Background: an optimization exercise with open tools, aiming at small area. Do not read the settings as production practice.
Where RTL was checked, it was by simulation tests only, not by an equivalence proof against the original.

== the reference run ==
## Too_Much_Cake
module Too_Much_Cake(clk, rst, tick, up, down, left, right, VGA_R, VGA_G, VGA_B, hsync, vsync, blank_n, difficulty, o1,o2,o3,o4,o5,o6,o7);
input clk, rst;
input tick;
input difficulty;
input up, down, left, right;
output hsync, vsync, blank_n;
output o1,o2,o3,o4,o5,o6,o7;
output [7:0] VGA_R, VGA_G, VGA_B;
wire update = tick;
wire [9:0] xLength;
wire [9:0] yLength;
wire ScreenArea;
VGA_Controller VGA(clk, rst, xLength, yLength, ScreenArea, hsync, vsync, blank_n);
wire Guy;
Guy Guy1(clk, rst, up, down, left, right, update, xLength, yLength, Guy);
wire [4:0] apple;
wire apple_shown;
Apple app(clk, xLength, yLength, apple, apple_shown);
wire truck;
Truck tru(clk, xLength, yLength, truck);
wire lane_hit, lane_hard_only;
Easy Cakes(clk, rst, update, xLength, yLength, lane_hit, lane_hard_only);
reg cake;
always @(posedge clk)
	cake <= lane_hit && (difficulty || !lane_hard_only);
reg border;
always @(posedge clk)
	border <= (xLength < 15) || (xLength >= 630 && xLength < 641) || (yLength < 15) || (yLength >= 465 && yLength < 481);
wire game_over;
wire win;
wire [3:0] score;
collision WL(clk, rst, Guy, cake, border, apple, win, game_over, score);
Lab_4_1 Lab4(score[3],score[2],score[1],score[0],o1,o2,o3,o4,o5,o6,o7);
wire game_over_text, win_text, level_num1_text, level_num2_text;
text txt(clk, xLength, yLength, game_over_text, win_text, level_num1_text, level_num2_text);
reg R, G, B;
wire edge_ = border && !(difficulty ? level_num2_text : level_num1_text);
always @(posedge clk)
	begin
		if (game_over)
			begin
				R <= game_over_text;
				G <= 1'b0;
				B <= 1'b0;
			end
		else if (win)
			begin
				R <= 1'b0;
				G <= win_text;
				B <= 1'b0;
			end
		else
			begin
				R <= edge_ || apple_shown || Guy || cake;
				G <= edge_ || cake || truck;
				B <= edge_ || Guy;
			end
	end
reg r_q, g_q, b_q;
  ...
Settings: LEC_CHECK=0, CAP_MARGIN=20, CORE_MARGIN=2, CORE_UTILIZATION=45, GPL_TIMING_DRIVEN=0, SLEW_MARGIN=20; clock period 10.0 ns.
run.sh (not shown) runs the stock make flow with config.mk's settings and CLKGATE_MAP_FILE= SYNTH_SCRIPT=/design/flow/synth_recipe.tcl, a recipe that flattens the netlist after the stock synthesis.
--- input diff the reference run..the trial run ---
--- a/flow/design.v
+++ b/flow/design.v
@@ -189,28 +189,26 @@
 input [9:0] xLength;
 input [9:0] yLength;
 output reg hit;        
 output reg hard_only;  
 reg [8:0] n486, n487;
 reg [7:0] n246, n244;
-reg [7:0] a6, a12;
-wire rec6 = (n244 == 8'd90) || (n244 == 8'd106) || (n244 == 8'd177) || (n244 == 8'd233);  
-wire rec12 = (n246 == 8'd10) || (n246 == 8'd51) || (n246 == 8'd102) || (n246 == 8'd168) || (n246 == 8'd204) || (n246 == 8'd220);
+reg [3:0] q6, q12;
 wire [8:0] n486_nx = rst ? 9'd0 : !update ? n486 : (n486 == 9'd485) ? 9'd0 : n486 + 9'd1;
 wire [8:0] n487_nx = rst ? 9'd0 : !update ? n487 : (n487 == 9'd486) ? 9'd0 : n487 + 9'd1;
 wire [7:0] n246_nx = rst ? 8'd0 : !update ? n246 : (n246 == 8'd245) ? 8'd0 : n246 + 8'd1;
 wire [7:0] n244_nx = rst ? 8'd0 : !update ? n244 : (n244 == 8'd243) ? 8'd0 : n244 + 8'd1;
-wire [7:0] a6_nx = rst ? 8'd0 : (update && !rec6) ? a6 + 8'd1 : a6;
-wire [7:0] a12_nx = rst ? 8'd0 : (update && !rec12) ? a12 + 8'd1 : a12;
+wire [3:0] q6_nx = rst ? 4'd0 : (update && n244 == 8'd243) ? q6 + 4'd1 : q6;
+wire [3:0] q12_nx = rst ? 4'd0 : (update && n246 == 8'd245) ? q12 + 4'd1 : q12;
 always @(posedge clk) begin
 	n486 <= n486_nx;
 	n487 <= n487_nx;
 	n246 <= n246_nx;
 	n244 <= n244_nx;
-	a6 <= a6_nx;
-	a12 <= a12_nx;
+	q6 <= q6_nx;
+	q12 <= q12_nx;
 end
 reg [3:0] kn; reg inln;
 always @(*) begin
 	kn = 4'd0; inln = 1'b0;
 	if (xLength >= 10'd65 && xLength <= 10'd83) begin kn = 4'd0; inln = 1'b1; end
 	if (xLength >= 10'd100 && xLength <= 10'd118) begin kn = 4'd1; inln = 1'b1; end
@@ -298,16 +296,32 @@
 wire [9:0] d4 = v - c4;
 assign sh[4] = sv[4] && (!b[4] ? (d4 >= 10'd1 && d4 <= 10'd19) : (typ == 2'd0) ? (d4 >= 10'd545 && d4 <= 10'd563) : (d4 >= 10'd481 && d4 <= 10'd499));
 wire [9:0] d5 = v - c5;
 assign sh[5] = sv[5] && (!b[5] ? (d5 >= 10'd1 && d5 <= 10'd19) : (typ == 2'd0) ? (d5 >= 10'd545 && d5 <= 10'd563) : (d5 >= 10'd481 && d5 <= 10'd499));
 wire [9:0] d6 = v - c6;
 assign sh[6] = sv[6] && (!b[6] ? (d6 >= 10'd1 && d6 <= 10'd19) : (typ == 2'd0) ? (d6 >= 10'd545 && d6 <= 10'd563) : (d6 >= 10'd481 && d6 <= 10'd499));
-wire [10:0] z6 = {1'b0, yLength} + {2'b0, a6, 1'b0};
-wire [10:0] z12 = {1'b0, yLength} + {2'b0, a12, 1'b0};
-wire oh5 = (k == 4'd5) && ((z6[8:0] > 9'd25 && z6[8:0] < 9'd45 && z6[10:9] == ((a6 > 8'd12) ? 2'd1 : 2'd0)) || (z6[8:0] > 9'd75 && z6[8:0] < 9'd95 && z6[10:9] == ((a6 > 8'd37) ? 2'd1 : 2'd0)) || (z6[8:0] > 9'd375 && z6[8:0] < 9'd395 && z6[10:9] == ((a6 > 8'd187) ? 2'd1 : 2'd0)) || (z6[8:0] > 9'd415 && z6[8:0] < 9'd435 && z6[10:9] == ((a6 > 8'd207) ? 2'd1 : 2'd0)));
-wire oh11 = (k == 4'd11) && ((z12[8:0] > 9'd255 && z12[8:0] < 9'd275 && z12[10:9] == ((a12 > 8'd127) ? 2'd1 : 2'd0)));
+wire [8:0] z = v[8:0] - {((k == 4'd5) ? q6 : q12), 5'b0};
+wire top = (yLength <= 10'd18);
+wire bot = (yLength >= 10'd513);
+wire [4:0] wo25 = z[4:0] - 5'd25;
+wire go25 = (wo25 > yLength[4:0]);
+wire ho25 = (z > 9'd25) && (z < 9'd45) && !(top && go25 || bot && !go25);
+wire [4:0] wo75 = z[4:0] - 5'd11;
+wire go75 = (wo75 > yLength[4:0]);
+wire ho75 = (z > 9'd75) && (z < 9'd95) && !(top && go75 || bot && !go75);
+wire [4:0] wo375 = z[4:0] - 5'd23;
+wire go375 = (wo375 > yLength[4:0]);
+wire ho375 = (z > 9'd375) && (z < 9'd395) && !(top && go375 || bot && !go375);
+wire [4:0] wo415 = z[4:0] - 5'd31;
+wire go415 = (wo415 > yLength[4:0]);
+wire ho415 = (z > 9'd415) && (z < 9'd435) && !(top && go415 || bot && !go415);
+wire oh5 = (k == 4'd5) && (ho25 || ho75 || ho375 || ho415);
+wire [4:0] wo255 = z[4:0] - 5'd31;
+wire go255 = (wo255 > yLength[4:0]);
+wire ho255 = (z > 9'd255) && (z < 9'd275) && !(top && go255 || bot && !go255);
+wire oh11 = (k == 4'd11) && (ho255);
 always @(posedge clk) begin
 	hit <= inl && ((|sh) || oh5 || oh11);
 	hard_only <= ho;
 end
 endmodule
 module collision (clk,rst,Guy,cake,border,apple,win,game_over, score); 
Findings:
The trial run went all the way through the flow, and no timing, DRC or antenna check failed.
Taking the reference run as the reference, in the trial run count of buffers inserted at the top-level ports lower, net count reported at finish roughly the same, number of cell instances on the worst register-to-register path higher.
Against the reference run, area taken by flip-flops and latches in the trial run fell by a few percent.
Fmax (the trial run vs. the reference run) decreases by more than 10%
The trial run ended up with Cakes.k[2] as its start point of the critical path; the reference run ended up with Cakes.k[3].
Total number of clock tree sinks went down by a few percent going from the reference run to the trial run.
| routed length on met3 | the trial run vs the reference run | 6.7% higher |
Core region area in the trial run vs the reference run: down 1.6%
For the reference run, only the layout was checked, not whether the RTL still works.

-- separate check: timing with driven ports --
In the flow no input, the clock included, has a driving cell. The finished layouts below were timed again as built, in two steps. Step 1: set_driving_cell puts a clkbuf_16 on clk and a buf_2 on each other input, an assumption about the parent block. Step 2 moves the port delays by t, midway between the first and last clock arrival at a register: inputs arrive t later, outputs are due t later. That takes back most of the time a late clock gives input paths. Slacks: ideal ports / drivers / drivers and shift; pairs: ideal ports / drivers.
run	t (ns)	slack for setup (ns)	worst setup path at the end
the reference run	0.504	1.589 / 1.589 / 1.589	register to register
the trial run	0.508	0.645 / 0.645 / 0.645	register to register
After both steps every run listed still meets setup and hold.
